Context: an optimization exercise on an open-source flow, tuned for small area, a short achievable clock period and few clock cycles per item. The choices shown serve that exercise and are no tape-out recipe. Function was checked by simulation only, so behaviour that the tests miss may differ from the original. Power and IR drop assume default switching activity.

$ cat design.v
module qspi_memory_interface (
    input  wire        clk,
    input  wire        spi_rst_n,
    input  wire        st,
    input  wire        ld,
    input  wire        spi_target,     
    input  wire [15:0] addr,
    input  wire [15:0] data_in,
    output reg  [15:0] data_out,
    output wire        spi_clk,
    output reg         spi_flash_cs,   
    output reg         spi_ram_cs,     
    input  wire [3:0]  spi_data_in,
    output wire [3:0]  spi_data_out,
    output wire [3:0]  spi_data_oe,
    output reg         busy
);
    localparam integer LFSR_N = 28;
    localparam integer LFSR_M = 25;
    localparam integer PAT_K  = 15;
    localparam [PAT_K-1:0] PAT = 15'd31999;
    reg  [6:0]  cnt;
    reg         init_done;
    reg  [3:0]  istep;
    reg         wr;
    reg  [31:0] sr;
    reg  [3:0]  dq;
    reg         oeq;
    reg         oe0;
    assign spi_clk      = cnt[0];
    assign spi_data_out = dq;
    assign spi_data_oe  = {oeq, oeq, oeq, oe0};
    wire [5:0] b   = cnt[6:1];
    wire       ev  = !cnt[0];
    wire       fl  = !spi_flash_cs;
    wire       rm  = !spi_ram_cs;
    reg        i_wait;
    reg        i_cmd_bit;
    reg [6:0]  i_last;
    always @(*) begin
        i_wait    = 1'b0;
        i_cmd_bit = 1'b0;
        i_last    = 7'd15;
        case (istep)
            4'd1: i_cmd_bit = (b == 6'd1) || (b == 6'd2) || (b == 6'd5) || (b == 6'd6);    
            4'd2: i_cmd_bit = (b == 6'd0) || (b == 6'd3) || (b == 6'd4) || (b == 6'd7);    
            4'd4: i_cmd_bit = (b == 6'd5) || (b == 6'd6);                                  
            4'd5: begin                                                                    
                i_cmd_bit = (b == 6'd2) || (b == 6'd3) || (b == 6'd7) || (b == 6'd14);
                i_last    = 7'd31;
            end
            4'd10: begin                                                                   
                i_cmd_bit = (b == 6'd0) || (b == 6'd1) || (b == 6'd2) || (b == 6'd4) ||
                            (b == 6'd6) || (b == 6'd7);
                i_last    = 7'd39;
            end
            default: i_wait = 1'b1;
        endcase
    end
    wire i_eb   = (istep == 4'd10);
    wire hit    = (sr[PAT_K-1:0] == PAT);
    wire lfsr_fb = !(sr[LFSR_N-1] ^ sr[LFSR_M-1]);
    wire go_f   = ld & !spi_target;
    wire go_r   = spi_target & (ld | st);
    wire f_end  = (cnt == 7'd30);
    wire r_end  = (b == 6'd47) & (cnt[0] | !wr);
    reg [3:0] f_nib;
    always @(*) begin
        case (b)
            6'd1:    f_nib = {3'b000, sr[31]};
            6'd2:    f_nib = {sr[31], sr[29], sr[27], sr[25]};
            6'd3:    f_nib = {sr[25], sr[23], sr[21], sr[19]};
            6'd4:    f_nib = {sr[19], sr[17], sr[15], sr[13]};
            6'd5:    f_nib = {sr[13], sr[11], sr[9], 1'b0};
            6'd6:    f_nib = 4'b1010;
            default: f_nib = 4'b0000;
        endcase
    end
    wire r_bit = (b == 6'd6) | ((b == 6'd7) & !wr) |
                 ((b >= 6'd15) & (b <= 6'd30) & sr[27]) |
                 ((b >= 6'd32) & sr[28]);
    always @(posedge clk or negedge spi_rst_n) begin
        if (!spi_rst_n) begin
            busy         <= 1'b0;
            spi_flash_cs <= 1'b1;
            spi_ram_cs   <= 1'b1;
            cnt          <= 7'd0;
            init_done    <= 1'b0;
            istep        <= 4'd0;
            oeq          <= 1'b0;
            oe0          <= 1'b0;
            data_out     <= 16'h0000;
        end else if (!init_done) begin
            busy <= 1'b1;
            oeq  <= 1'b0;
            oe0  <= 1'b0;
            if (busy && !i_wait) begin
                if (spi_flash_cs) begin
                    spi_flash_cs <= 1'b0;
                end else begin
                    cnt <= cnt + 7'd1;
                    oe0 <= 1'b1;
                    oeq <= i_eb & (b >= 6'd8);
                    if (cnt == i_last) begin
                        cnt          <= 7'd0;
                        spi_flash_cs <= 1'b1;
                        oe0          <= 1'b0;
                        oeq          <= 1'b0;
                        istep        <= istep + 4'd1;
                        if (i_eb) begin
                            init_done <= 1'b1;
                            busy      <= 1'b0;
                        end
                    end
                end
            end else if (busy && hit) begin
                istep <= istep + 4'd1;
            end
        end else if (!busy) begin
            busy         <= go_f | go_r;
            spi_flash_cs <= !go_f;
            spi_ram_cs   <= !go_r;
            oeq          <= 1'b0;
            oe0          <= 1'b0;
        end else begin
            cnt <= cnt + 7'd1;
            if (fl) begin
                oeq <= (cnt < 7'd15);
                oe0 <= (cnt < 7'd15);
                if (ev && cnt >= 7'd24)
                    data_out <= {data_out[11:0], spi_data_in};
                if (f_end) begin
                    busy         <= 1'b0;
                    spi_flash_cs <= 1'b1;
                    cnt          <= 7'd0;
                    oeq          <= 1'b0;
                    oe0          <= 1'b0;
                end
            end else begin
                oeq <= 1'b0;
                oe0 <= 1'b1;
                if (!wr && ev && cnt >= 7'd64)
                    data_out <= {data_out[14:0], spi_data_in[1]};
                if (r_end) begin
                    busy       <= 1'b0;
                    spi_ram_cs <= 1'b1;
                    cnt        <= 7'd0;
                    oe0        <= 1'b0;
                end
            end
        end
    end
    wire [31:0] ring_in;
    genvar gi;
    generate
        for (gi = 0; gi < 16; gi = gi + 1) begin : g_map
            assign ring_in[(2*gi + 31) % 32] = addr[gi];
            assign ring_in[(2*gi + 30) % 32] = data_in[gi];
        end
    endgenerate
    wire sr_load = init_done & !busy;
    wire sr_rot  = busy & (init_done | (i_wait & !hit));
    wire sr_in0  = init_done ? sr[31] : lfsr_fb;
    always @(posedge clk) begin
        sr <= ({32{sr_load}} & ring_in) | ({32{sr_rot}} & {sr[30:0], sr_in0});
        if (sr_load)
            wr <= !ld;
    end
    always @(posedge clk) begin
        if (!init_done)
            dq <= {i_eb & (b == 6'd14), 1'b0, i_eb & (b == 6'd14), i_cmd_bit};
        else if (fl)
            dq <= f_nib;
        else
            dq <= {3'b000, r_bit};
    end
endmodule
$ cat run.sh
#!/bin/bash
# synth_recipe.tcl (not shown) runs the flow's synth.tcl, then flattens the netlist and writes it again
# the make line also repeats each setting of config.mk as NAME=value (left out here)
make -C /OpenROAD-flow-scripts/flow DESIGN_CONFIG=/design/flow/config.mk WORK_HOME=/design/flow/orfs CLKGATE_MAP_FILE= SYNTH_SCRIPT=/design/flow/synth_recipe.tcl finish
$ cat config.mk
export PLATFORM = sky130hd
export DESIGN_NAME = qspi_memory_interface
export DESIGN_NICKNAME = qspi_memory_interface
export VERILOG_FILES = /design/flow/design.v
export SDC_FILE = /design/flow/constraint.sdc
export NUM_CORES = 4
export LEC_CHECK = 0
export CAP_MARGIN = 20
export CORE_MARGIN = 2
export CORE_UTILIZATION = 40
export SLEW_MARGIN = 20
$ cat constraint.sdc
create_clock -name core_clock -period 10.0 [get_ports {clk}]
set_input_delay 2.0000 -clock core_clock [delete_from_list [all_inputs] [get_ports {clk}]]
set_output_delay 2.0000 -clock core_clock [all_outputs]
set_load 0.01 [all_outputs]
==> impl_metrics.py, run 1 <==
metrics = {
    "run_status": {
        "status": "no timing/DRC/antenna violations",
    },
    "clocking": {
        "path_clk_slew_ns": 0.08,
        "cts_resized": 0,
        "clk_path_buf_depth": 2,
        "cts_buffers": 9,
        "root_buffer": "clkbuf_8",
        "postCtsSetupBuffers": 0,
        "htree_levels": 3,
        "clock_latency_ns": 0.36,
        "cts_tree": "done",
        "holdBufCountCts": 0,
        "clkSinkCount": 70,
    },
    "synth": {
        "synthSimpleGateAreaFrac": 0.177,
        "synthArstFlopShare": 0.471,
        "yosysUniqueCellTypes": 70,
        "synth_nets": 406,
        "synthCells": 359,
        "syn_area_per_cell_um2": 10.3,
        "synth_ff_type": "dfxtp_1",
        "seq_area_frac_synth": 0.429,
        "synth_fa_ha_area_frac": 0.0204,
        "synth-xor-area-share": 0.0218,
        "ys_ff_latch": 70,
        "synth_edf_count": 1,
        "synthMuxAreaShare": 0.0680,
        "synth_top_family_by_area": "compound AO/OA/AOI/OAI gates",
        "yosys_warnings": 1,
        "netlist_area_mm2": 0.00368,
        "synth_compound_area_frac": 0.216,
    },
    "detailed_routing": {
        "detail_route.first_pass.iterations": 4,
        "drc_errors": 0,
        "via_per_inst": 5.47,
        "via_count": 2889,
        "wl_mm": 8.55,
        "drtAntennaViolNets": 0,
        "wl_per_cell_um": 16.2,
        "first_iter_violations": 149,
    },
    "sta": {
        "hold_viol": 0,
        "fin_worst_skew_ns": 0.0140,
        "worstMarginPinSlew_ns": 0.739,
        "setup_viol": 0,
        "clock.fmax_mhz": 249,
        "fin_setup_tns_ns": 0,
        "hold-worst-slack_ns": 0.451,
        "period_minus_slack_ns": 4.01,
        "rsz0062_at_grt": "false",
        "maxSlewHeadroom": 0.507,
        "drv_slew": 0,
        "fin_crit_sh": 0.401,
    },
    "critical_path": {
        "endpoint_kind": "primary output",
        "critical-path-max-stage-delay_ns": 1.00,
        "arrival_ns": 2.01,
        "critPathKind": "flop to primary output",
        "start_kind": "flop",
        "worstPathMaxFanout": 26,
        "critPathTopFamily": "flip-flops",
        "path_cells": "clkdlybuf4s50_1",
        "cp_num_buf_inv": 1,
        "required_ns": 8.00,
        "slowest_stage": "dfstp_2",
    },
    "grt": {
        "grt_pass1_vias": 2790,
        "grt.busiest_layer": "met2",
        "grt_pass1_wl_mm": 13.8,
        "met3_usage": 0.0411,
        "overflow": 0,
        "grtUsageTotal": 0.176,
        "antenna_found_initial": 0,
        "grt_util_met1": 0.239,
        "gr-usage-met2": 0.276,
        "grt_start_max_net_pins": 34,
    },
    "power": {
        "p_per_area_mw_per_mm2": 122,
        "irDropWorstVdd_v": 0.0000906,
        "p_total_uw": 561,
        "leakagePower_uw": 0.00193,
    },
    "floorplan": {
        "chipWidth_um": 99.9,
        "die_h_um": 99.9,
        "design.core.area_mm2": 0.00906,
        "die_area_mm2": 0.00999,
        "ios": 69,
        "start_util": 0.406,
        "rows": 35,
    },
    "placed_design": {
        "place_inst": 510,
        "place.gp.congestion": 0.870,
        "place_hpwl_mm": 6.04,
        "place_area_mm2": 0.00433,
        "io_buffer_count": 68,
    },
    "cells_and_area": {
        "diodes": 0,
        "drive_gt1_frac": 0.113,
        "nNetsFinal": 459,
        "stdcell_area_mm2": 0.00458,
        "synthToLayoutAreaGrowth_pct": 24.3,
        "layout.cells.non_filler": 528,
    },
    "job": {
        "drv_cap": 0,
    },
    "worst_hold_path": {
        "hp-class": "flop to flop",
    },
}
## area by class of cell
type,instances,area (um^2)
tap,111,139
multi-input combinational,245,1860
timing repair buffer,72,726
inverter,14,52.6
clock buffer,10,128
fill,844,4490
clock inverter,6,92.6
sequential,70,1580
## layer usage
layer  part of all wire  vias to the layer above
li1                   -                     1439
met3              0.043                       10
met4              0.019                        0
met5                  0                        -
met1               0.48                     1362
met2               0.46                       78
## cells in the mapped netlist (3+ instances only)
cell,n,area share
a211oi_1,3,0.0061
a21oi_1,10,0.014
a22o_1,34,0.081
a31oi_1,4,0.0068
and3_1,5,0.0085
buf_2,11,0.015
buf_4,4,0.0082
buf_6,4,0.012
clkbuf_1,8,0.0082
dfrtp_1,31,0.21
dfxtp_1,36,0.20
ha_1,6,0.020
inv_1,14,0.014
mux2i_1,19,0.052
nand2_1,25,0.025
nand3_1,13,0.018
nand3b_1,3,0.0061
nand3b_4,3,0.016
nand4_1,9,0.015
nand4b_1,3,0.0071
nor2_1,9,0.0092
nor2b_1,5,0.0085
nor3_1,7,0.0095
nor3_2,3,0.0082
o21a_1,3,0.0061
o21ai_0,27,0.037
o21ai_1,3,0.0041
o22ai_1,3,0.0051
xnor2_1,4,0.0095
## power breakdown
part           switching, uW  internal (uW)
sequential                 0            281
clock                    117            142
combinational           5.60           14.3
## path summary, 6_finish.rpt
kind	depth (start not counted)	slack, ns	start	to
max in group asynchronous	2	7.61	spi_rst_n	spi_ram_cs
min in group asynchronous	2	2.04	spi_rst_n	data_out[12]
max	1	5.99	spi_flash_cs	spi_flash_cs
min reg2reg	1	0.45	sr[20]	sr[21]
max reg2reg	6	7.76	cnt[1]	istep[1]
min	1	0.45	sr[20]	sr[21]
## cells by family after synthesis
kind of cell	Yosys count
adders and majority gates	6
muxes	23
AOI/OAI and AO/OA	106
and+or+nand+nor	103
xor gates and xnor gates	7
buffers and inverters	44
DFF	70
## state kept, by name, indices dropped and copies added (netlist names), 4 cells and up
name / count
sr: 32
dq: 4
cnt: 7
data_out: 16
istep: 4
## placed cells by master (no fill, tap or decap), types with 5 or more instances in the layout
master | Yosys | routed
inv_1 | 14 | 14
nand3_1 | 13 | 13
clkdlybuf4s50_1 | 0 | 68
dfrtp_1 | 31 | 31
nand2_1 | 25 | 25
o21ai_0 | 27 | 27
a21oi_1 | 10 | 10
nand4_1 | 9 | 9
a22o_1 | 34 | 34
nor2_1 | 9 | 9
ha_1 | 6 | 6
nor3_1 | 7 | 7
dfxtp_1 | 36 | 36
clkbuf_8 | 1 | 9
and3_1 | 5 | 5
mux2i_1 | 19 | 19
## through the flow
stage	worst slack [ns]	util
global route	5.94	0.505
floorplan	7.44	-
detailed placement	6.37	0.477
global placement	6.37	0.477
finish	5.99	0.505
CTS	5.97	0.502
Testbench counts, summed over its fixed seeds: cycles 82,887, ops 1,280.
==> run 2: changes to the inputs <==
--- a/design.v
+++ b/design.v
@@ -21,7 +21,6 @@
     localparam [PAT_K-1:0] PAT = 15'd31999;
     reg  [6:0]  cnt;
     reg         init_done;
-    reg  [3:0]  istep;
     reg         wr;
     reg  [31:0] sr;
     reg  [3:0]  dq;
@@ -34,30 +33,21 @@
     wire       ev  = !cnt[0];
     wire       fl  = !spi_flash_cs;
     wire       rm  = !spi_ram_cs;
-    reg        i_wait;
-    reg        i_cmd_bit;
-    reg [6:0]  i_last;
-    always @(*) begin
-        i_wait    = 1'b0;
-        i_cmd_bit = 1'b0;
-        i_last    = 7'd15;
-        case (istep)
-            4'd1: i_cmd_bit = (b == 6'd1) || (b == 6'd2) || (b == 6'd5) || (b == 6'd6);    
-            4'd2: i_cmd_bit = (b == 6'd0) || (b == 6'd3) || (b == 6'd4) || (b == 6'd7);    
-            4'd4: i_cmd_bit = (b == 6'd5) || (b == 6'd6);                                  
-            4'd5: begin                                                                    
-                i_cmd_bit = (b == 6'd2) || (b == 6'd3) || (b == 6'd7) || (b == 6'd14);
-                i_last    = 7'd31;
-            end
-            4'd10: begin                                                                   
-                i_cmd_bit = (b == 6'd0) || (b == 6'd1) || (b == 6'd2) || (b == 6'd4) ||
-                            (b == 6'd6) || (b == 6'd7);
-                i_last    = 7'd39;
-            end
-            default: i_wait = 1'b1;
-        endcase
-    end
-    wire i_eb   = (istep == 4'd10);
+    wire [15:0] t = data_out;
+    wire s66  = t[0] & !t[1];
+    wire s99  = t[1] & !t[2];
+    wire s06  = t[3] & !t[4];
+    wire s31  = t[4] & !t[5];
+    wire i_eb = t[9];
+    wire i_wait = !t[0] | (t[2] & !t[3]) | (t[5] & !t[9]);
+    wire i_cmd_bit =
+        (s66 & ((b == 6'd1) || (b == 6'd2) || (b == 6'd5) || (b == 6'd6))) |
+        (s99 & ((b == 6'd0) || (b == 6'd3) || (b == 6'd4) || (b == 6'd7))) |
+        (s06 & ((b == 6'd5) || (b == 6'd6))) |
+        (s31 & ((b == 6'd2) || (b == 6'd3) || (b == 6'd7) || (b == 6'd14))) |
+        (i_eb & ((b == 6'd0) || (b == 6'd1) || (b == 6'd2) || (b == 6'd4) ||
+                 (b == 6'd6) || (b == 6'd7)));
+    wire [6:0] i_last = i_eb ? 7'd39 : (s31 ? 7'd31 : 7'd15);
     wire hit    = (sr[PAT_K-1:0] == PAT);
     wire lfsr_fb = !(sr[LFSR_N-1] ^ sr[LFSR_M-1]);
     wire go_f   = ld & !spi_target;
@@ -79,6 +69,20 @@
     wire r_bit = (b == 6'd6) | ((b == 6'd7) & !wr) |
                  ((b >= 6'd15) & (b <= 6'd30) & sr[27]) |
                  ((b >= 6'd32) & sr[28]);
+    wire i_step  = busy & ((i_wait & hit) | (!i_wait & fl & (cnt == i_last)));
+    wire i_end   = i_step & i_eb;
+    wire d_sh4   = init_done & busy & fl & ev & (cnt >= 7'd24);
+    wire d_sh1   = init_done ? (busy & rm & !wr & ev & (cnt >= 7'd64)) : (i_step & !i_eb);
+    wire d_hold  = !(d_sh4 | d_sh1 | i_end);
+    wire d_in1   = spi_data_in[1] | !init_done;
+    always @(posedge clk or negedge spi_rst_n) begin
+        if (!spi_rst_n)
+            data_out <= 16'h0000;
+        else
+            data_out <= ({16{d_hold}} & data_out) |
+                        ({16{d_sh4}}  & {data_out[11:0], spi_data_in}) |
+                        ({16{d_sh1}}  & {data_out[14:0], d_in1});
+    end
     always @(posedge clk or negedge spi_rst_n) begin
         if (!spi_rst_n) begin
             busy         <= 1'b0;
@@ -86,10 +90,8 @@
             spi_ram_cs   <= 1'b1;
             cnt          <= 7'd0;
             init_done    <= 1'b0;
-            istep        <= 4'd0;
             oeq          <= 1'b0;
             oe0          <= 1'b0;
-            data_out     <= 16'h0000;
         end else if (!init_done) begin
             busy <= 1'b1;
             oeq  <= 1'b0;
@@ -106,15 +108,12 @@
                         spi_flash_cs <= 1'b1;
                         oe0          <= 1'b0;
                         oeq          <= 1'b0;
-                        istep        <= istep + 4'd1;
                         if (i_eb) begin
                             init_done <= 1'b1;
                             busy      <= 1'b0;
                         end
                     end
                 end
-            end else if (busy && hit) begin
-                istep <= istep + 4'd1;
             end
         end else if (!busy) begin
             busy         <= go_f | go_r;
@@ -127,8 +126,6 @@
             if (fl) begin
                 oeq <= (cnt < 7'd15);
                 oe0 <= (cnt < 7'd15);
-                if (ev && cnt >= 7'd24)
-                    data_out <= {data_out[11:0], spi_data_in};
                 if (f_end) begin
                     busy         <= 1'b0;
                     spi_flash_cs <= 1'b1;
@@ -139,8 +136,6 @@
             end else begin
                 oeq <= 1'b0;
                 oe0 <= 1'b1;
-                if (!wr && ev && cnt >= 7'd64)
-                    data_out <= {data_out[14:0], spi_data_in[1]};
                 if (r_end) begin
                     busy       <= 1'b0;
                     spi_ram_cs <= 1'b1;
==> flow/run.sh (new file) <==
#!/bin/bash
set -euo pipefail
bash standard.sh finish SETUP_SLACK_MARGIN=7 > make_finish.log 2>&1
==> standard.sh (new file) <==
#!/bin/bash
# synth_recipe.tcl (not shown) runs the flow's synth.tcl, then flattens the netlist and writes it again
# the make line also repeats each setting of config.mk as NAME=value (left out here)
make -C /OpenROAD-flow-scripts/flow DESIGN_CONFIG=/design/flow/config.mk WORK_HOME=/design/flow/orfs CLKGATE_MAP_FILE= SYNTH_SCRIPT=/design/flow/synth_recipe.tcl "${@:-finish}"
removed: run.sh
==> impl_metrics.py, run 2 <==
metrics = {
    "grt": {
        "grt_pass1_wl_mm": 13.3,
        "antenna_found_initial": 0,
        "grt_pass1_vias": 2743,
        "grt_start_max_net_pins": 35,
        "overflow": 0,
        "grtUsageTotal": 0.192,
    },
    "detailed_routing": {
        "first_iter_violations": 223,
        "via_count": 2833,
        "drtAntennaViolNets": 0,
        "via_per_inst": 5.57,
        "drc_errors": 0,
        "dr.max_layer_used": "met4",
        "wl_mm": 8.17,
        "detail_route.first_pass.iterations": 4,
        "wl_met2_mm": 3.81,
        "wl_per_cell_um": 16.1,
        "wl_met3_um": 462,
        "wl_met1_mm": 3.78,
    },
    "power": {
        "internal_power_uw": 435,
        "pwr-share-seq": 0.481,
        "switchingPower_uw": 116,
        "p_per_area_mw_per_mm2": 131,
        "leakagePower_uw": 0.00198,
        "clockPowerShare": 0.485,
        "irDropWorstVdd_v": 0.0000647,
        "combPwrFrac": 0.034,
        "swShare": 0.211,
    },
    "sta": {
        "worstMarginPinSlew_ns": 0.857,
        "rsz0062_at_grt": "true",
        "hold_viol": 0,
        "maxSlewHeadroom": 0.429,
        "drv_slew": 0,
        "fin_setup_tns_ns": 0,
        "period_minus_slack_ns": 3.01,
        "fin_worst_skew_ns": 0.0109,
        "setup_viol": 0,
        "fin_crit_sh": 0.301,
        "layout_setup_ws_ns": 6.99,
        "clock.fmax_mhz": 333,
    },
    "synth": {
        "netlist.area_leader.share": 0.224,
        "yosys_warnings": 1,
        "yosysUniqueCellTypes": 54,
        "synthSimpleGateAreaFrac": 0.181,
        "synthMuxAreaShare": 0.00933,
        "synth_edf_count": 1,
        "yosysTopAreaCell": "dfxtp_1",
        "synthArstFlopShare": 0.439,
        "synth_compound_area_frac": 0.270,
        "ys_top_cells_by_count": "dfxtp_1 (36), a22o_1 (34), dfrtp_1 (27), nand2_1 (27), o21ai_0 (20)",
        "synthMostInstantiatedCell": "dfxtp_1",
        "yosys-top-cells-area": "dfxtp_1 (22%), dfrtp_1 (21%), a22o_1 (9.3%), a221o_1 (4.7%), nand2_1 (3.2%)",
        "synthCells": 333,
        "synth_ff_type": "dfxtp_1",
        "synth_nets": 376,
        "synth_fa_ha_area_frac": 0.00778,
        "syn_area_per_cell_um2": 9.66,
        "ys_ff_latch": 66,
        "seq_area_frac_synth": 0.460,
        "synth-xor-area-share": 0.0136,
        "synth_top_family_by_area": "compound AO/OA/AOI/OAI gates",
        "netlist_area_mm2": 0.00322,
    },
    "critical_path": {
        "required_ns": 8.00,
        "path_cells": "buf_6",
        "reg2reg_from": "cnt[3]",
        "worstPathMaxFanout": 3,
        "crit_start": "spi_ram_cs",
        "cp_num_buf_inv": 1,
        "critPathTopFamily": "flip-flops",
        "slowest_stage": "dfstp_2",
        "critical-path-max-stage-delay_ns": 0.56,
        "endpoint_kind": "primary output",
        "arrival_ns": 1.01,
        "start_kind": "flop",
        "critPathKind": "flop to primary output",
    },
    "cells_and_area": {
        "largest_reg_flops": 32,
        "diodes": 0,
        "drive_gt1_frac": 0.179,
        "nNetsFinal": 445,
        "mostFrequentLayoutCells": "clkdlybuf4s50_1 (40), dfxtp_1 (36), a22o_1 (34)",
        "synthToLayoutAreaGrowth_pct": 30.4,
        "final_util": 0.540,
        "final_common_cell": "clkdlybuf4s50_1",
        "largest-register": "sr",
        "reg_top3": "sr: 32 flops, data_out: 16 flops, cnt: 7 flops",
    },
    "placed_design": {
        "place_hpwl_mm": 5.44,
        "io_buffer_count": 68,
        "place.gp.congestion": 0.806,
        "place_ws_ns": 6.73,
    },
    "job": {
        "drv_cap": 0,
    },
    "worst_hold_path": {
        "hold_path.startpoint": "sr[16]",
        "hp-class": "flop to flop",
    },
    "floorplan": {
        "start_util": 0.414,
        "rows": 32,
        "chipWidth_um": 93.7,
        "design.core.area_mm2": 0.00777,
        "ios": 69,
        "die_area_mm2": 0.00878,
        "die_h_um": 93.7,
    },
    "clocking": {
        "path_clk_slew_ns": 0.07,
        "root_buffer": "clkbuf_8",
        "clkSinkCount": 66,
        "htree_levels": 3,
        "cts_tree": "done",
        "clk_path_buf_depth": 2,
        "clock_latency_ns": 0.35,
        "holdBufCountCts": 0,
        "cts_buffers": 9,
    },
    "run_status": {
        "status": "no timing/DRC/antenna violations",
    },
}
-- run 2: worst paths after layout --
path                                 to  slack (ns)  depth (start not counted)
hold / removal                   sr[17]        0.45                          1
setup reg to reg            data_out[2]        7.22                          6
hold reg to reg                  sr[17]        0.45                          1
max in group asynchronous    spi_ram_cs        7.64                          2
min in group asynchronous  data_out[14]        2.03                          2
setup / recovery             spi_ram_cs        6.99                          1
-- run 2: kinds of logic (layout without fill, tap and decap cells) --
kind of cell	after synthesis	count (layout)
and+or+nand+nor	105	105
muxes	3	3
buffers and inverters	40	114
adders and majority gates	2	2
AOI/OAI and AO/OA	112	112
DFF	66	66
xor gates and xnor gates	5	5
-- run 2: final cells by class --
| cell class | count | area [um^2] |
|---|---|---|
| Fill cell | 739 | 3570 |
| Timing Repair Buffer | 89 | 754 |
| Inverter | 9 | 33.8 |
| Tap cell | 102 | 128 |
| Clock buffer | 11 | 151 |
| Clock inverter | 5 | 83.8 |
| Multi-Input combinational cell | 227 | 1550 |
| Sequential cell | 66 | 1490 |
-- run 2: timing repair --
item	4_1_cts	5_1_grt
setup endpoints to repair	28	32
resized for setup	67	17
buffers inserted	18	1
pin swaps	0	0
-- run 2: power by group through the flow --
stage / registers (uW) / clock network [uW] / logic (uW)
floorplan: 271 / 0 / 0.287
global route: 265 / 282 / 20.3
global placement: 271 / 0 / 19.2
CTS: 265 / 271 / 19.1
detailed placement: 271 / 0 / 19.1
finish: 265 / 267 / 18.8
-- run 2: per-stage QoR --
step	instance area (um^2)	cells	hold slack (ns)	power [uW]
3_5_place_dp	3890	474	0.433	290
6_report	4190	509	0.448	551
3_3_place_gp	3890	474	0.427	290
4_1_cts	4260	508	0.452	555
2_1_floorplan	3220	333	0.420	271
5_1_grt	4190	509	0.472	567
-- run 2: layer usage --
layer  track usage  vias up
met5             0        -
met4        0.0676        0
met3        0.0353       14
met2         0.309       91
met1         0.258     1347
li1              -     1381
Testbench counts of run 2, summed over its fixed seeds: cycles 82,887, ops 1,280.
==> run 3: changes to the inputs <==
==> flow/run.sh (replaced) <==
#!/bin/bash
set -euo pipefail
bash standard.sh finish SETUP_SLACK_MARGIN=7.5 > make_finish.log 2>&1
==> impl_metrics.py, run 3 <==
metrics = {
    "run_status": {
        "status": "no timing/DRC/antenna violations",
    },
    "critical_path": {
        "critPathTopFamily": "flip-flops",
        "slowest_stage": "dfstp_2",
        "path_cells": "buf_6",
        "start_kind": "flop",
        "worstPathMaxFanout": 2,
        "rrSetupSlack_ns": 7.71,
        "endpoint_kind": "primary output",
        "critPathKind": "flop to primary output",
        "arrival_ns": 1.00,
        "critical-path-max-stage-delay_ns": 0.55,
        "required_ns": 8.00,
        "cp_num_buf_inv": 1,
    },
    "clocking": {
        "clk_path_buf_depth": 2,
        "cts_buffers": 9,
        "htree_levels": 3,
        "cts_tree": "done",
        "holdBufCountCts": 0,
        "clock_latency_ns": 0.35,
        "path_clk_slew_ns": 0.07,
        "clkSinkCount": 66,
        "root_buffer": "clkbuf_8",
    },
    "power": {
        "p_per_area_mw_per_mm2": 121,
        "leakagePower_uw": 0.00203,
        "irDropWorstVdd_v": 0.000114,
    },
    "sta": {
        "fin_worst_skew_ns": 0.00793,
        "period_minus_slack_ns": 3.00,
        "clock.fmax_mhz": 334,
        "fin_crit_sh": 0.300,
        "setup_viol": 0,
        "maxSlewHeadroom": 0.423,
        "fin_setup_tns_ns": 0,
        "hold_viol": 0,
        "hold-worst-slack_ns": 0.443,
        "worstMarginPinSlew_ns": 0.858,
        "drv_slew": 0,
        "rsz0062_at_grt": "true",
    },
    "cells_and_area": {
        "largest_reg_flops": 32,
        "largest-register": "sr",
        "fillers": 711,
        "nNetsFinal": 454,
        "final_util": 0.552,
        "drive_gt1_frac": 0.233,
        "synthToLayoutAreaGrowth_pct": 33.3,
        "mostFrequentLayoutCells": "a22o_1 (34), dfxtp_1 (34), clkdlybuf4s50_1 (33)",
        "reg_top3": "sr: 32 flops, data_out: 16 flops, cnt: 7 flops",
    },
    "synth": {
        "yosysUniqueCellTypes": 54,
        "netlist_area_mm2": 0.00322,
        "synth_ff_type": "dfxtp_1",
        "ys_top_cells_by_count": "dfxtp_1 (36), a22o_1 (34), dfrtp_1 (27), nand2_1 (27), o21ai_0 (20)",
        "syn_area_per_cell_um2": 9.66,
        "yosys_warnings": 1,
        "yosys-top-cells-area": "dfxtp_1 (22%), dfrtp_1 (21%), a22o_1 (9.3%), a221o_1 (4.7%), nand2_1 (3.2%)",
        "synthMostInstantiatedCell": "dfxtp_1",
        "synth_nets": 376,
        "netlist.area_leader.share": 0.224,
        "ys_ff_latch": 66,
        "synth_edf_count": 1,
        "yosysTopAreaCell": "dfxtp_1",
        "seq_area_frac_synth": 0.460,
        "synthCells": 333,
        "synthArstFlopShare": 0.439,
    },
    "placed_design": {
        "io_buffer_count": 68,
        "place.gp.congestion": 0.813,
        "place_hpwl_mm": 5.38,
    },
    "detailed_routing": {
        "wl_per_cell_um": 15.8,
        "wl_mm": 8.21,
        "detail_route.first_pass.iterations": 4,
        "via_count": 2885,
        "drc_errors": 0,
        "first_iter_violations": 147,
        "via_per_inst": 5.56,
        "drtAntennaViolNets": 0,
    },
    "floorplan": {
        "chipWidth_um": 93.7,
        "ios": 69,
        "rows": 32,
        "die_h_um": 93.7,
        "design.core.area_mm2": 0.00777,
        "start_util": 0.414,
        "die_area_mm2": 0.00878,
    },
    "grt": {
        "grtUsageTotal": 0.193,
        "overflow": 0,
        "grt_pass1_wl_mm": 13.3,
        "grt_start_max_net_pins": 35,
        "grt_pass1_vias": 2786,
        "antenna_found_initial": 1,
    },
    "job": {
        "drv_cap": 0,
    },
    "worst_hold_path": {
        "hp-class": "flop to flop",
    },
}
[run 3: cell counts after synthesis]
No cell type changed its count.
[run 3: layer usage]
layer  track usage  vias up  wire length [um]
li1              -     1409                 -
met2         0.303       71              3970
met5             0        -                 0
met4        0.0725        0               105
met3        0.0530       10               403
met1         0.255     1395              3740
[run 3: final timing paths]
path                            startpoint           end  depth (start not counted)
max in group asynchronous        spi_rst_n    spi_ram_cs                          2
worst min-delay path                sr[30]        sr[31]                          1
worst max-delay path            spi_ram_cs    spi_ram_cs                          1
worst min register to register      sr[30]        sr[31]                          1
worst max register to register      cnt[1]   data_out[7]                          6
min in group asynchronous        spi_rst_n  data_out[14]                          2
[run 3: cell type report]
type	count	area, um^2	area share
inverters	9	33.8	0.00788
flip-flops and latches	66	1500	0.350
clock inverters	5	60.1	0.0140
repair buffers	98	838	0.196
diodes	1	2.50	0.000584
well taps	102	128	0.0298
multi-input cells	227	1570	0.367
clock buffers	11	153	0.0356
[run 3: power breakdown]
part / internal (uW) / switching (uW)
registers: 265 / 0
logic: 13.0 / 5.02
clock network: 131 / 106
[run 3: stage by stage]
step	total power (uW)	instances	area [um^2]	setup slack (ns)
floorplan	271	333	3230	7.47
global placement	290	474	3890	6.74
detailed placement	290	474	3890	6.73
CTS	527	512	4200	6.98
global route	540	519	4290	6.98
finish	521	519	4290	7.00
[run 3: cell families after synthesis]
family / Yosys count / synth area share
compound gates: 112 / 0.270
xor+xnor: 5 / 0.0136
fa+ha+maj: 2 / 0.00778
buf+inv: 40 / 0.0583
flops: 66 / 0.460
mux: 3 / 0.00934
simple gates: 105 / 0.181
[run 3: repair_timing]
item	CTS	global route
pin swaps	3	2
gates resized for setup	142	10
setup endpoints to repair	46	43
gates cloned	0	0
buffers inserted	22	5
==> run 4: changes to the inputs <==
==> flow/run.sh (replaced) <==
#!/bin/bash
set -euo pipefail
bash standard.sh finish SETUP_SLACK_MARGIN=7 "BUFFER_PORTS_ARGS=-buffer_cell sky130_fd_sc_hd__buf_1" > make_finish.log 2>&1
--- a/config.mk
+++ b/config.mk
@@ -7,5 +7,5 @@
 export LEC_CHECK = 0
 export CAP_MARGIN = 20
 export CORE_MARGIN = 2
-export CORE_UTILIZATION = 40
+export CORE_UTILIZATION = 65
 export SLEW_MARGIN = 20
==> impl_metrics.py, run 4 <==
metrics = {
    "grt": {
        "grt_start_max_net_pins": 35,
        "antenna_found_initial": 0,
        "grt_pass1_vias": 2621,
        "grtUsageTotal": 0.295,
        "overflow": 0,
        "grt_pass1_wl_mm": 12.4,
    },
    "detailed_routing": {
        "wl_mm": 7.78,
        "wl_per_cell_um": 16.9,
        "via_per_inst": 6.25,
        "drtAntennaViolNets": 0,
        "drc_errors": 0,
        "detail_route.first_pass.iterations": 5,
        "first_iter_violations": 339,
        "via_count": 2874,
    },
    "critical_path": {
        "slowest_stage": "dfstp_2",
        "reg2reg_from": "cnt[1]",
        "rr_worst_depth": 6,
        "worstPathMaxFanout": 2,
        "critical-path-max-stage-delay_ns": 0.53,
        "rrSetupSlack_ns": 7.14,
        "start_kind": "flop",
        "critPathKind": "flop to primary output",
        "required_ns": 8.00,
        "r2r-end": "data_out[1]",
        "arrival_ns": 1.00,
        "cp_num_buf_inv": 1,
        "path_cells": "clkbuf_2",
        "critPathTopFamily": "flip-flops",
        "endpoint_kind": "primary output",
    },
    "synth": {
        "syn_area_per_cell_um2": 9.66,
        "netlist_area_mm2": 0.00322,
        "synth_compound_area_frac": 0.270,
        "synthMuxAreaShare": 0.00933,
        "yosysUniqueCellTypes": 54,
        "synthMostInstantiatedCell": "dfxtp_1",
        "netlist.area_leader.share": 0.224,
        "synth-xor-area-share": 0.0136,
        "ys_top_cells_by_count": "dfxtp_1 (36), a22o_1 (34), dfrtp_1 (27), nand2_1 (27), o21ai_0 (20)",
        "yosys_warnings": 1,
        "seq_area_frac_synth": 0.460,
        "yosysTopAreaCell": "dfxtp_1",
        "synth_top_family_by_area": "compound AO/OA/AOI/OAI gates",
        "synth_ff_type": "dfxtp_1",
        "synthSimpleGateAreaFrac": 0.181,
        "yosys-top-cells-area": "dfxtp_1 (22%), dfrtp_1 (21%), a22o_1 (9.3%), a221o_1 (4.7%), nand2_1 (3.2%)",
        "synth_fa_ha_area_frac": 0.00778,
        "synth_edf_count": 1,
        "synthArstFlopShare": 0.439,
        "ys_ff_latch": 66,
        "synth_nets": 376,
        "synthCells": 333,
    },
    "floorplan": {
        "rows": 25,
        "ios": 69,
        "design.core.area_mm2": 0.00475,
        "start_util": 0.677,
        "die_h_um": 74.4,
        "chipWidth_um": 74.4,
        "die_area_mm2": 0.00553,
    },
    "worst_hold_path": {
        "hp-class": "flop to flop",
        "whs_endpoint": "sr[17]",
        "hold_path_depth": 1,
        "hold_path.startpoint": "sr[16]",
    },
    "clocking": {
        "clock_latency_ns": 0.35,
        "clkSinkCount": 66,
        "root_buffer": "clkbuf_8",
        "cts_buffers": 9,
        "path_clk_slew_ns": 0.07,
        "htree_levels": 3,
        "cts_tree": "done",
        "holdBufCountCts": 0,
        "clk_path_buf_depth": 2,
    },
    "power": {
        "irDropWorstVdd_v": 0.000103,
        "p_per_area_mw_per_mm2": 132,
        "leakagePower_uw": 0.00166,
        "p_total_uw": 485,
    },
    "cells_and_area": {
        "reg_top3": "sr: 32 flops, data_out: 16 flops, cnt: 7 flops",
        "largest_reg_flops": 32,
        "drive_gt1_frac": 0.102,
        "largest-register": "sr",
        "final_common_cell": "buf_1",
        "mostFrequentLayoutCells": "buf_1 (66), dfxtp_1 (36), a22o_1 (34)",
        "nNetsFinal": 431,
        "synthToLayoutAreaGrowth_pct": 13.7,
        "diodes": 0,
        "fillers": 363,
    },
    "sta": {
        "hold_viol": 0,
        "rsz0062_at_grt": "true",
        "fin_worst_skew_ns": 0.0115,
        "period_minus_slack_ns": 3.00,
        "drv_slew": 0,
        "fin_crit_sh": 0.300,
        "clock.fmax_mhz": 333,
        "maxSlewHeadroom": 0.312,
        "worstMarginPinSlew_ns": 1.03,
        "setup_viol": 0,
        "fin_setup_tns_ns": 0,
    },
    "placed_design": {
        "place.gp.congestion": 0.896,
        "place_hpwl_mm": 5.13,
        "io_buffer_count": 68,
    },
    "run_status": {
        "status": "no timing/DRC/antenna violations",
    },
    "job": {
        "drv_cap": 0,
    },
}
## run 4: cell types whose count changed in the layout (fill, tap and decap cells not counted), sizes merged
cell / delta
clkdlybuf4s50: -33
clkbuf: +1
buf: +17
clkinvlp: -1
clkdlybuf4s15: -1
diode: -1
dlygate4sd2: -6
bufinv: -1
clkinv: +1
## run 4: routing by layer
layer | GRT usage | routed length, um
met3 | 0.0650 | 553
met2 | 0.478 | 3760
met5 | 0 | 0
met4 | 0.0754 | 79
met1 | 0.404 | 3390
## run 4: power by group
group | total, uW | switching (uW) | internal, uW
clock | 211 | 106 | 105
sequential | 265 | 0 | 265
combinational | 8.81 | 4.87 | 3.94
total | 485 | 110 | 374
## run 4: cell type report
cell class              instances  area, um^2  area share
repair buffers                 75         317      0.0866
multi-input cells             227        1550       0.425
clock buffers                  12         156      0.0428
flip-flops and latches         66        1490       0.407
clock inverters                 4        25.0     0.00684
well taps                      67        83.8      0.0229
inverters                       9        33.8     0.00924
## run 4: worst max-delay path by stage
stage / slack (ns) / from / cells after the start / end
2_1_floorplan: 7.45 / spi_data_in[1] / 3 / data_out[0]
3_3_place_gp: 7.17 / spi_flash_cs / 1 / spi_flash_cs
3_5_place_dp: 7.17 / spi_flash_cs / 1 / spi_flash_cs
4_1_cts: 6.96 / spi_flash_cs / 1 / spi_flash_cs
5_1_grt: 6.97 / spi_flash_cs / 1 / spi_flash_cs
6_report: 7.00 / spi_flash_cs / 1 / spi_flash_cs
## run 4: kinds of logic after synthesis
group                      after synthesis
and+or+nand+nor                        105
muxes                                    3
xor gates and xnor gates                 5
adders and majority gates                2
DFF                                     66
buffers and inverters                   40
AOI/OAI and AO/OA                      112
## run 4: per-stage QoR
step | hold slack [ns] | setup WS, ns | cells | util | area (um^2)
floorplan | 0.420 | 7.45 | 333 | - | 3220
global placement | 0.423 | 7.17 | 439 | 0.719 | 3420
detailed placement | 0.433 | 7.17 | 439 | 0.719 | 3420
CTS | 0.450 | 6.96 | 460 | 0.767 | 3640
global route | 0.463 | 6.97 | 460 | 0.769 | 3660
finish | 0.451 | 7.00 | 460 | 0.769 | 3660
## run 4: what timing repair did
action / 4_1_cts / 5_1_grt
buffers inserted: 5 / 0
endpoints found under the hold margin: 0 / 0
setup endpoints to repair: 6 / 6
gates resized for setup: 5 / 6
==> run 5: changes to the inputs <==
--- a/config.mk
+++ b/config.mk
@@ -7,5 +7,7 @@
 export LEC_CHECK = 0
 export CAP_MARGIN = 20
 export CORE_MARGIN = 2
-export CORE_UTILIZATION = 65
+export CORE_UTILIZATION = 40
+export CTS_BUF_LIST = sky130_fd_sc_hd__clkbuf_4
+export CTS_CLUSTER_SIZE = 40
 export SLEW_MARGIN = 20
==> impl_metrics.py, run 5 <==
metrics = {
    "detailed_routing": {
        "wl_per_cell_um": 15.4,
        "via_per_inst": 5.50,
        "first_iter_violations": 188,
        "via_count": 2804,
        "wl_mm": 7.87,
        "drtAntennaViolNets": 0,
        "drc_errors": 0,
        "detail_route.first_pass.iterations": 5,
    },
    "synth": {
        "yosysUniqueCellTypes": 54,
        "yosysTopAreaCell": "dfxtp_1",
        "synth_edf_count": 1,
        "synthArstFlopShare": 0.439,
        "synth_nets": 376,
        "synthMostInstantiatedCell": "dfxtp_1",
        "netlist.area_leader.share": 0.224,
        "synthCells": 333,
        "yosys-top-cells-area": "dfxtp_1 (22%), dfrtp_1 (21%), a22o_1 (9.3%), a221o_1 (4.7%), nand2_1 (3.2%)",
        "synthSimpleGateAreaFrac": 0.181,
        "synth_fa_ha_area_frac": 0.00778,
        "netlist_area_mm2": 0.00322,
        "ys_top_cells_by_count": "dfxtp_1 (36), a22o_1 (34), dfrtp_1 (27), nand2_1 (27), o21ai_0 (20)",
        "synth_compound_area_frac": 0.270,
        "synth-xor-area-share": 0.0136,
        "synthMuxAreaShare": 0.00933,
        "syn_area_per_cell_um2": 9.66,
        "yosys_warnings": 1,
        "ys_ff_latch": 66,
        "seq_area_frac_synth": 0.460,
        "synth_ff_type": "dfxtp_1",
        "synth_top_family_by_area": "compound AO/OA/AOI/OAI gates",
    },
    "sta": {
        "hold-worst-slack_ns": 0.445,
        "fin_setup_tns_ns": 0,
        "drv_slew": 0,
        "fin_crit_sh": 0.306,
        "rsz0062_at_grt": "true",
        "hold_viol": 0,
        "period_minus_slack_ns": 3.06,
        "fin_worst_skew_ns": 0.0238,
        "setup_viol": 0,
        "worstMarginPinSlew_ns": 0.883,
        "clock.fmax_mhz": 327,
        "maxSlewHeadroom": 0.411,
    },
    "critical_path": {
        "required_ns": 8.00,
        "arrival_ns": 1.06,
        "worstPathMaxFanout": 3,
        "path_cells": "buf_6",
        "critical-path-max-stage-delay_ns": 0.56,
        "endpoint_kind": "primary output",
        "rr_worst_depth": 6,
        "critPathTopFamily": "flip-flops",
        "cp.depth": 1,
        "cp_num_buf_inv": 1,
        "start_kind": "flop",
        "critPathKind": "flop to primary output",
        "slowest_stage": "dfstp_2",
    },
    "clocking": {
        "cts_tree": "done",
        "holdBufCountCts": 0,
        "clock_latency_ns": 0.42,
        "cts_buffers": 9,
        "clk_path_buf_depth": 2,
        "clkSinkCount": 66,
        "path_clk_slew_ns": 0.10,
        "root_buffer": "clkbuf_4",
        "htree_levels": 3,
    },
    "job": {
        "drv_cap": 0,
    },
    "floorplan": {
        "start_util": 0.414,
        "die_area_mm2": 0.00878,
        "rows": 32,
        "chipWidth_um": 93.7,
        "ios": 69,
        "design.core.area_mm2": 0.00777,
        "die_h_um": 93.7,
    },
    "grt": {
        "grt.busiest_layer": "met2",
        "grt_pass1_wl_mm": 12.8,
        "grt_util_met1": 0.252,
        "antenna_found_initial": 0,
        "overflow": 0,
        "gr-usage-met2": 0.294,
        "grt_start_max_net_pins": 35,
        "grtUsageTotal": 0.186,
        "grt_pass1_vias": 2612,
        "met3_usage": 0.0570,
    },
    "cells_and_area": {
        "largest_reg_flops": 32,
        "synthToLayoutAreaGrowth_pct": 17.2,
        "final_util": 0.486,
        "final_common_cell": "buf_1",
        "layout.cells.non_filler": 510,
        "largest-register": "sr",
        "mostFrequentLayoutCells": "buf_1 (55), dfxtp_1 (36), a22o_1 (34)",
        "seq_area_mm2": 0.00149,
        "nNetsFinal": 446,
        "multi_input_area_mm2": 0.00155,
        "diodes": 0,
        "drive_gt1_frac": 0.162,
        "fillers": 769,
        "reg_top3": "sr: 32 flops, data_out: 16 flops, cnt: 7 flops",
    },
    "placed_design": {
        "place_inst": 474,
        "place_hpwl_mm": 5.23,
        "place.gp.congestion": 0.839,
        "io_buffer_count": 68,
    },
    "worst_hold_path": {
        "hold_path_depth": 1,
        "hp-class": "flop to flop",
    },
    "power": {
        "p_total_uw": 420,
        "leakagePower_uw": 0.00176,
        "p_per_area_mw_per_mm2": 111,
        "irDropWorstVdd_v": 0.0000553,
    },
    "run_status": {
        "status": "no timing/DRC/antenna violations",
    },
}
==> run 5: cell counts after synthesis <==
Identical to the previous run, type by type.
==> run 5: metrics by stage <==
stage,area (um^2),setup slack [ns]
finish,3770,6.94
global route,3770,6.87
CTS,3720,6.91
detailed placement,3460,7.16
global placement,3460,7.17
floorplan,3220,7.45
==> run 5: repair_timing <==
action | 4_1_cts | 5_1_grt
resized for setup | 15 | 12
buffers inserted | 16 | 4
setup endpoints to repair | 17 | 14
==> run 5: layout make-up <==
| type | count | share of cell area |
|---|---|---|
| inverters | 9 | 0.00896 |
| repair buffers | 90 | 0.122 |
| clock buffers | 11 | 0.0219 |
| flip-flops and latches | 66 | 0.395 |
| multi-input cells | 227 | 0.412 |
| clock inverters | 5 | 0.00597 |
| well taps | 102 | 0.0338 |
==> run 5: worst paths after layout <==
path,from,end,slack [ns]
setup / recovery,spi_ram_cs,spi_ram_cs,6.94
hold / removal,sr[20],sr[21],0.45
setup reg to reg,cnt[3],data_out[3],7.22
hold reg to reg,sr[20],sr[21],0.45
max in group asynchronous,spi_rst_n,spi_ram_cs,8.09
min in group asynchronous,spi_rst_n,data_out[14],1.57
==> run 5: per-layer routing <==
layer  part of all wire  vias to the layer above
met5                  0                        -
met4             0.0093                        0
met3              0.056                        8
met2               0.47                       79
met1               0.47                     1339
li1                   -                     1378
==> run 5: logic make-up (layout without fill, tap and decap cells) <==
| logic type | Yosys count | after routing |
|---|---|---|
| AOI/OAI and AO/OA | 112 | 112 |
| muxes | 3 | 3 |
| DFF | 66 | 66 |
| and+or+nand+nor | 105 | 105 |
| buffers and inverters | 40 | 115 |
| xor gates and xnor gates | 5 | 5 |
| adders and majority gates | 2 | 2 |
==> run 5: where the power goes <==
group          total [uW]  internal (uW)  leakage [uW]  switching [uW]
Combinational        8.78           3.94       0.00101            4.84
Sequential            265            265      0.000683               0
Clock                 146           54.2     0.0000637            91.6
Total                 420            323       0.00176            96.4
==> run 6: changes to the inputs <==
--- a/config.mk
+++ b/config.mk
@@ -8,6 +8,4 @@
 export CAP_MARGIN = 20
 export CORE_MARGIN = 2
 export CORE_UTILIZATION = 40
-export CTS_BUF_LIST = sky130_fd_sc_hd__clkbuf_4
-export CTS_CLUSTER_SIZE = 40
 export SLEW_MARGIN = 20
==> impl_metrics.py, run 6 <==
metrics = {
    "cells_and_area": {
        "seq_area_mm2": 0.00149,
        "final_common_cell": "buf_1",
        "fillers": 754,
        "nNetsFinal": 430,
        "largest-register": "sr",
        "synthToLayoutAreaGrowth_pct": 15.2,
        "final_util": 0.477,
        "drive_gt1_frac": 0.105,
        "multi_input_area_mm2": 0.00155,
        "reg_top3": "sr: 32 flops, data_out: 16 flops, cnt: 7 flops",
        "stdcell_area_mm2": 0.00370,
        "largest_reg_flops": 32,
        "mostFrequentLayoutCells": "buf_1 (66), dfxtp_1 (36), a22o_1 (34)",
        "diodes": 0,
    },
    "floorplan": {
        "chipWidth_um": 93.7,
        "die_area_mm2": 0.00878,
        "die_h_um": 93.7,
        "ios": 69,
        "design.core.area_mm2": 0.00777,
        "rows": 32,
        "start_util": 0.414,
    },
    "clocking": {
        "cts_buffers": 9,
        "path_clk_slew_ns": 0.07,
        "clkSinkCount": 66,
        "clock_latency_ns": 0.34,
        "root_buffer": "clkbuf_8",
        "htree_levels": 3,
        "clk_path_buf_depth": 2,
        "cts_tree": "done",
    },
    "synth": {
        "synthMostInstantiatedCell": "dfxtp_1",
        "netlist_area_mm2": 0.00322,
        "syn_area_per_cell_um2": 9.66,
        "yosys-top-cells-area": "dfxtp_1 (22%), dfrtp_1 (21%), a22o_1 (9.3%), a221o_1 (4.7%), nand2_1 (3.2%)",
        "synthCells": 333,
        "yosysUniqueCellTypes": 54,
        "seq_area_frac_synth": 0.460,
        "synth_nets": 376,
        "ys_top_cells_by_count": "dfxtp_1 (36), a22o_1 (34), dfrtp_1 (27), nand2_1 (27), o21ai_0 (20)",
        "synth_edf_count": 1,
        "ys_ff_latch": 66,
        "synth_ff_type": "dfxtp_1",
        "netlist.area_leader.share": 0.224,
        "yosys_warnings": 1,
        "synthArstFlopShare": 0.439,
        "yosysTopAreaCell": "dfxtp_1",
    },
    "detailed_routing": {
        "wl_per_cell_um": 15.5,
        "via_per_inst": 5.62,
        "wl_mm": 7.67,
        "drc_errors": 0,
        "drtAntennaViolNets": 0,
        "first_iter_violations": 218,
        "detail_route.first_pass.iterations": 4,
        "via_count": 2774,
    },
    "critical_path": {
        "required_ns": 8.00,
        "start_kind": "flop",
        "critPathKind": "flop to primary output",
        "worstPathMaxFanout": 3,
        "critPathTopFamily": "flip-flops",
        "cp_num_buf_inv": 1,
        "endpoint_kind": "primary output",
        "arrival_ns": 0.98,
        "path_cells": "buf_6",
        "slowest_stage": "dfstp_2",
        "critical-path-max-stage-delay_ns": 0.55,
    },
    "power": {
        "swShare": 0.213,
        "combPwrFrac": 0.018,
        "leakagePower_uw": 0.00166,
        "pwr-share-seq": 0.550,
        "clockPowerShare": 0.432,
        "internal_power_uw": 380,
        "p_total_uw": 482,
        "p_per_area_mw_per_mm2": 130,
        "switchingPower_uw": 103,
        "irDropWorstVdd_v": 0.0000688,
    },
    "grt": {
        "grt_pass1_vias": 2533,
        "grtUsageTotal": 0.182,
        "overflow": 0,
        "grt_pass1_wl_mm": 12.6,
        "antenna_found_initial": 0,
        "grt_start_max_net_pins": 35,
    },
    "placed_design": {
        "io_buffer_count": 68,
        "place_ws_ns": 7.16,
        "place_hpwl_mm": 5.23,
        "place_area_mm2": 0.00346,
        "place.gp.congestion": 0.839,
    },
    "sta": {
        "drv_slew": 0,
        "fin_worst_skew_ns": 0.0122,
        "setup_viol": 0,
        "period_minus_slack_ns": 2.98,
        "fin_setup_tns_ns": 0,
        "clock.fmax_mhz": 335,
        "hold_viol": 0,
        "rsz0062_at_grt": "true",
        "maxSlewHeadroom": 0.419,
        "fin_crit_sh": 0.298,
        "layout_setup_ws_ns": 7.02,
        "worstMarginPinSlew_ns": 0.872,
    },
    "run_status": {
        "status": "no timing/DRC/antenna violations",
    },
    "worst_hold_path": {
        "hp-class": "flop to flop",
    },
    "job": {
        "drv_cap": 0,
    },
}
## run 6: cell count changes in the layout (fill, tap and decap cells not counted)
cell / before / now
dfrtp_2: 8 / 9
buf_6: 4 / 2
buf_1: 55 / 66
dfrtp_1: 19 / 18
buf_4: 22 / 6
clkbuf_1: 0 / 2
clkinv_1: 4 / 1
clkbuf_8: 0 / 12
clkbuf_4: 11 / 0
clkbuf_2: 9 / 0
## run 6: power by group through the flow
stage / registers [uW] / logic [uW] / clock network (uW)
CTS: 265 / 9.02 / 215
global placement: 271 / 8.94 / 0
global route: 265 / 10.1 / 225
finish: 265 / 8.81 / 208
floorplan: 271 / 0.287 / 0
detailed placement: 271 / 9.01 / 0
## run 6: stage by stage
step,hold WS [ns],std cells
2_1_floorplan,0.420,333
3_3_place_gp,0.426,474
3_5_place_dp,0.429,474
4_1_cts,0.445,494
5_1_grt,0.452,494
6_report,0.442,494
## run 6: path summary, 6_finish.rpt
check	endpoint	cells after the start	startpoint	slack, ns
min	sr[21]	1	sr[20]	0.44
max	spi_ram_cs	1	spi_ram_cs	7.02
max in group asynchronous	spi_flash_cs	2	spi_rst_n	8.02
min in group asynchronous	data_out[14]	2	spi_rst_n	1.65
min reg2reg	sr[21]	1	sr[20]	0.44
max reg2reg	data_out[6]	6	cnt[1]	7.26
## run 6: layer usage
metal  up-vias  GRT usage  part of all wire  wire (um)
met1      1329      0.254              0.47       3610
met2        84      0.280              0.46       3520
li1       1352          -                 -          -
met5         -          0                 0          0
met3         9     0.0482             0.058        441
met4         0     0.0507             0.012         90
## run 6: cell families (layout without fill, tap and decap cells)
group,count (synthesis),count (layout),synth area share
buffers and inverters,40,99,0.0583
xor gates and xnor gates,5,5,0.0136
muxes,3,3,0.00934
DFF,66,66,0.460
adders and majority gates,2,2,0.00778
and+or+nand+nor,105,105,0.181
AOI/OAI and AO/OA,112,112,0.270
## run 6: timing repair
| action | CTS | global route |
|---|---|---|
| hold buffers | 0 | 0 |
| resized for setup | 11 | 3 |
| buffers inserted | 4 | 0 |
| setup endpoints to repair | 8 | 5 |
## run 6: area by class of cell
type / count / share of cell area
Multi-Input combinational cell: 227 / 0.419
Sequential cell: 66 / 0.402
Timing Repair Buffer: 74 / 0.0851
Clock buffer: 14 / 0.0466
Tap cell: 102 / 0.0344
Inverter: 9 / 0.00912
Clock inverter: 2 / 0.00304
==> run 7: changes to the inputs <==
--- a/config.mk
+++ b/config.mk
@@ -8,4 +8,6 @@
 export CAP_MARGIN = 20
 export CORE_MARGIN = 2
 export CORE_UTILIZATION = 40
+export CTS_CLUSTER_DIAMETER = 500
+export CTS_CLUSTER_SIZE = 100
 export SLEW_MARGIN = 20
==> impl_metrics.py, run 7 <==
metrics = {
    "run_status": {
        "status": "no timing/DRC/antenna violations",
    },
    "critical_path": {
        "critPathTopFamily": "flip-flops",
        "cp_num_buf_inv": 1,
        "rr_worst_depth": 6,
        "critical-path-max-stage-delay_ns": 0.55,
        "r2r-end": "data_out[6]",
        "path_cells": "buf_6",
        "worstPathMaxFanout": 3,
        "critPathKind": "flop to primary output",
        "endpoint_kind": "primary output",
        "start_kind": "flop",
        "arrival_ns": 0.98,
        "reg2reg_from": "cnt[1]",
        "slowest_stage": "dfstp_2",
        "rrSetupSlack_ns": 7.26,
        "required_ns": 8.00,
    },
    "worst_hold_path": {
        "hold_path_depth": 1,
        "hp-class": "flop to flop",
        "hold_path.startpoint": "sr[20]",
        "whs_endpoint": "sr[21]",
    },
    "sta": {
        "worstMarginPinSlew_ns": 0.872,
        "fin_worst_skew_ns": 0.0122,
        "period_minus_slack_ns": 2.98,
        "layout_setup_ws_ns": 7.02,
        "fin_crit_sh": 0.298,
        "drv_slew": 0,
        "rsz0062_at_grt": "true",
        "fin_setup_tns_ns": 0,
        "setup_viol": 0,
        "clock.fmax_mhz": 335,
        "maxSlewHeadroom": 0.419,
        "hold_viol": 0,
    },
    "floorplan": {
        "ios": 69,
        "chipWidth_um": 93.7,
        "die_area_mm2": 0.00878,
        "die_h_um": 93.7,
        "design.core.area_mm2": 0.00777,
        "start_util": 0.414,
        "rows": 32,
    },
    "synth": {
        "synthCells": 333,
        "netlist_area_mm2": 0.00322,
        "synth_nets": 376,
        "synthMostInstantiatedCell": "dfxtp_1",
        "yosys-top-cells-area": "dfxtp_1 (22%), dfrtp_1 (21%), a22o_1 (9.3%), a221o_1 (4.7%), nand2_1 (3.2%)",
        "yosysTopAreaCell": "dfxtp_1",
        "seq_area_frac_synth": 0.460,
        "netlist.area_leader.share": 0.224,
        "synthArstFlopShare": 0.439,
        "ys_top_cells_by_count": "dfxtp_1 (36), a22o_1 (34), dfrtp_1 (27), nand2_1 (27), o21ai_0 (20)",
        "ys_ff_latch": 66,
        "synth_edf_count": 1,
        "synth_ff_type": "dfxtp_1",
        "yosys_warnings": 1,
        "yosysUniqueCellTypes": 54,
        "syn_area_per_cell_um2": 9.66,
    },
    "cells_and_area": {
        "diodes": 0,
        "fillers": 754,
        "largest_reg_flops": 32,
        "stdcell_area_mm2": 0.00370,
        "synthToLayoutAreaGrowth_pct": 15.2,
        "nNetsFinal": 430,
        "final_common_cell": "buf_1",
        "reg_top3": "sr: 32 flops, data_out: 16 flops, cnt: 7 flops",
        "largest-register": "sr",
        "mostFrequentLayoutCells": "buf_1 (66), dfxtp_1 (36), a22o_1 (34)",
        "drive_gt1_frac": 0.105,
    },
    "clocking": {
        "root_buffer": "clkbuf_8",
        "cts_tree": "done",
        "path_clk_slew_ns": 0.07,
        "holdBufCountCts": 0,
        "cts_buffers": 9,
        "clk_path_buf_depth": 2,
        "htree_levels": 3,
        "clkSinkCount": 66,
        "clock_latency_ns": 0.34,
    },
    "power": {
        "clockPowerShare": 0.432,
        "switchingPower_uw": 103,
        "internal_power_uw": 380,
        "pwr-share-seq": 0.550,
        "swShare": 0.213,
        "p_per_area_mw_per_mm2": 130,
        "leakagePower_uw": 0.00166,
        "irDropWorstVdd_v": 0.0000688,
        "combPwrFrac": 0.018,
    },
    "detailed_routing": {
        "wl_mm": 7.67,
        "drc_errors": 0,
        "wl_per_cell_um": 15.5,
        "detail_route.first_pass.iterations": 4,
        "first_iter_violations": 218,
        "drtAntennaViolNets": 0,
        "via_per_inst": 5.62,
        "via_count": 2774,
    },
    "grt": {
        "grt_pass1_wl_mm": 12.6,
        "grt_pass1_vias": 2533,
        "grt.busiest_layer": "met2",
        "grt_util_met1": 0.254,
        "antenna_found_initial": 0,
        "grtUsageTotal": 0.182,
        "gr-usage-met2": 0.280,
        "overflow": 0,
        "grt_start_max_net_pins": 35,
        "met3_usage": 0.0482,
    },
    "placed_design": {
        "place_hpwl_mm": 5.23,
        "io_buffer_count": 68,
        "place.gp.congestion": 0.839,
        "place_area_mm2": 0.00346,
        "place_ws_ns": 7.16,
    },
    "job": {
        "drv_cap": 0,
    },
}
run 7: worst max path at each step:
stage	endpoint	depth (start not counted)	slack, ns	start
floorplan	data_out[0]	3	7.45	spi_data_in[1]
global placement	spi_flash_cs	1	7.17	spi_flash_cs
detailed placement	spi_flash_cs	1	7.16	spi_flash_cs
CTS	spi_ram_cs	1	7.00	spi_ram_cs
global route	spi_ram_cs	1	6.97	spi_ram_cs
finish	spi_ram_cs	1	7.02	spi_ram_cs
run 7: final cells by class:
class | count | area [um^2] | area share
clock inverters | 2 | 11.3 | 0.00304
inverters | 9 | 33.8 | 0.00912
repair buffers | 74 | 315 | 0.0851
well taps | 102 | 128 | 0.0344
multi-input cells | 227 | 1550 | 0.419
flip-flops and latches | 66 | 1490 | 0.402
clock buffers | 14 | 173 | 0.0466
run 7: metal layers:
metal / up-vias / part of all wire
met5: - / 0
met2: 84 / 0.46
li1: 1352 / -
met3: 9 / 0.058
met4: 0 / 0.012
met1: 1329 / 0.47
run 7: timing repair:
item	in CTS	in global routing
buffers inserted	4	0
endpoints found under the setup margin	8	5
resized for setup	11	3
run 7: stage by stage:
step	instances	util	hold WS, ns	power (uW)
finish	494	0.477	0.442	482
floorplan	333	-	0.420	271
CTS	494	0.476	0.445	490
global placement	474	0.446	0.426	280
global route	494	0.477	0.452	500
detailed placement	474	0.446	0.429	280
run 7: power groups by stage:
| stage | clock network, uW | registers, uW | logic, uW |
|---|---|---|---|
| final | 208 | 265 | 8.81 |
| after global routing | 225 | 265 | 10.1 |
| after CTS | 215 | 265 | 9.02 |
| after detailed placement | 0 | 271 | 9.01 |
| after global placement | 0 | 271 | 8.94 |
| after floorplan | 0 | 271 | 0.287 |
run 7: cells by family after synthesis:
family                     Yosys count  synth area share
xor gates and xnor gates             5            0.0136
adders and majority gates            2           0.00778
and+or+nand+nor                    105             0.181
DFF                                 66             0.460
buffers and inverters               40            0.0583
muxes                                3           0.00934
AOI/OAI and AO/OA                  112             0.270

port drivers added, routing unchanged:
Ports are ideal in the flow. The routed layouts listed here were re-timed in OpenROAD.
Step 1 (the two cells are an assumption about what drives the block):
set clk [get_ports {clk}]
set_driving_cell -lib_cell sky130_fd_sc_hd__clkbuf_16 $clk
set_driving_cell -lib_cell sky130_fd_sc_hd__buf_2 [delete_from_list [all_inputs] $clk]
Step 2 also shifts input and output timing later by t, the mid clock arrival at the registers, as if the neighbouring blocks saw the same clock.
Three values: ideal, step 1, step 2; two values: the first two.
| run | shift t [ns] | setup WS [ns] | worst hold slack (ns) | worst setup path at the end | worst slew at a driven data input, ns |
|---|---|---|---|---|---|
| run 1 | 0.389 | 5.990 / 5.955 / 6.344 | 0.451 / 0.451 / 0.451 | register to output | 0.04 |
| run 2 | 0.373 | 6.993 / 6.964 / 6.873 | 0.448 / 0.448 / 0.448 | input to register | 0.05 |
| run 3 | 0.374 | 7.004 / 6.975 / 7.210 | 0.443 / 0.443 / 0.443 | input to register | 0.04 |
| run 4 | 0.369 | 6.998 / 6.970 / 7.140 | 0.451 / 0.451 / 0.451 | register to register | 0.04 |
| run 5 | 0.430 | 6.942 / 6.916 / 7.218 | 0.445 / 0.445 / 0.445 | register to register | 0.04 |
| run 6 | 0.365 | 7.018 / 6.988 / 7.229 | 0.442 / 0.442 / 0.442 | input to register | 0.04 |
| run 7 | 0.365 | 7.018 / 6.988 / 7.229 | 0.442 / 0.442 / 0.442 | input to register | 0.04 |
After both steps setup and hold are still met in every run listed. For run 2, which loses most, drivers alone change the setup slack by -0.029 ns; drivers and shift together by -0.120 ns.
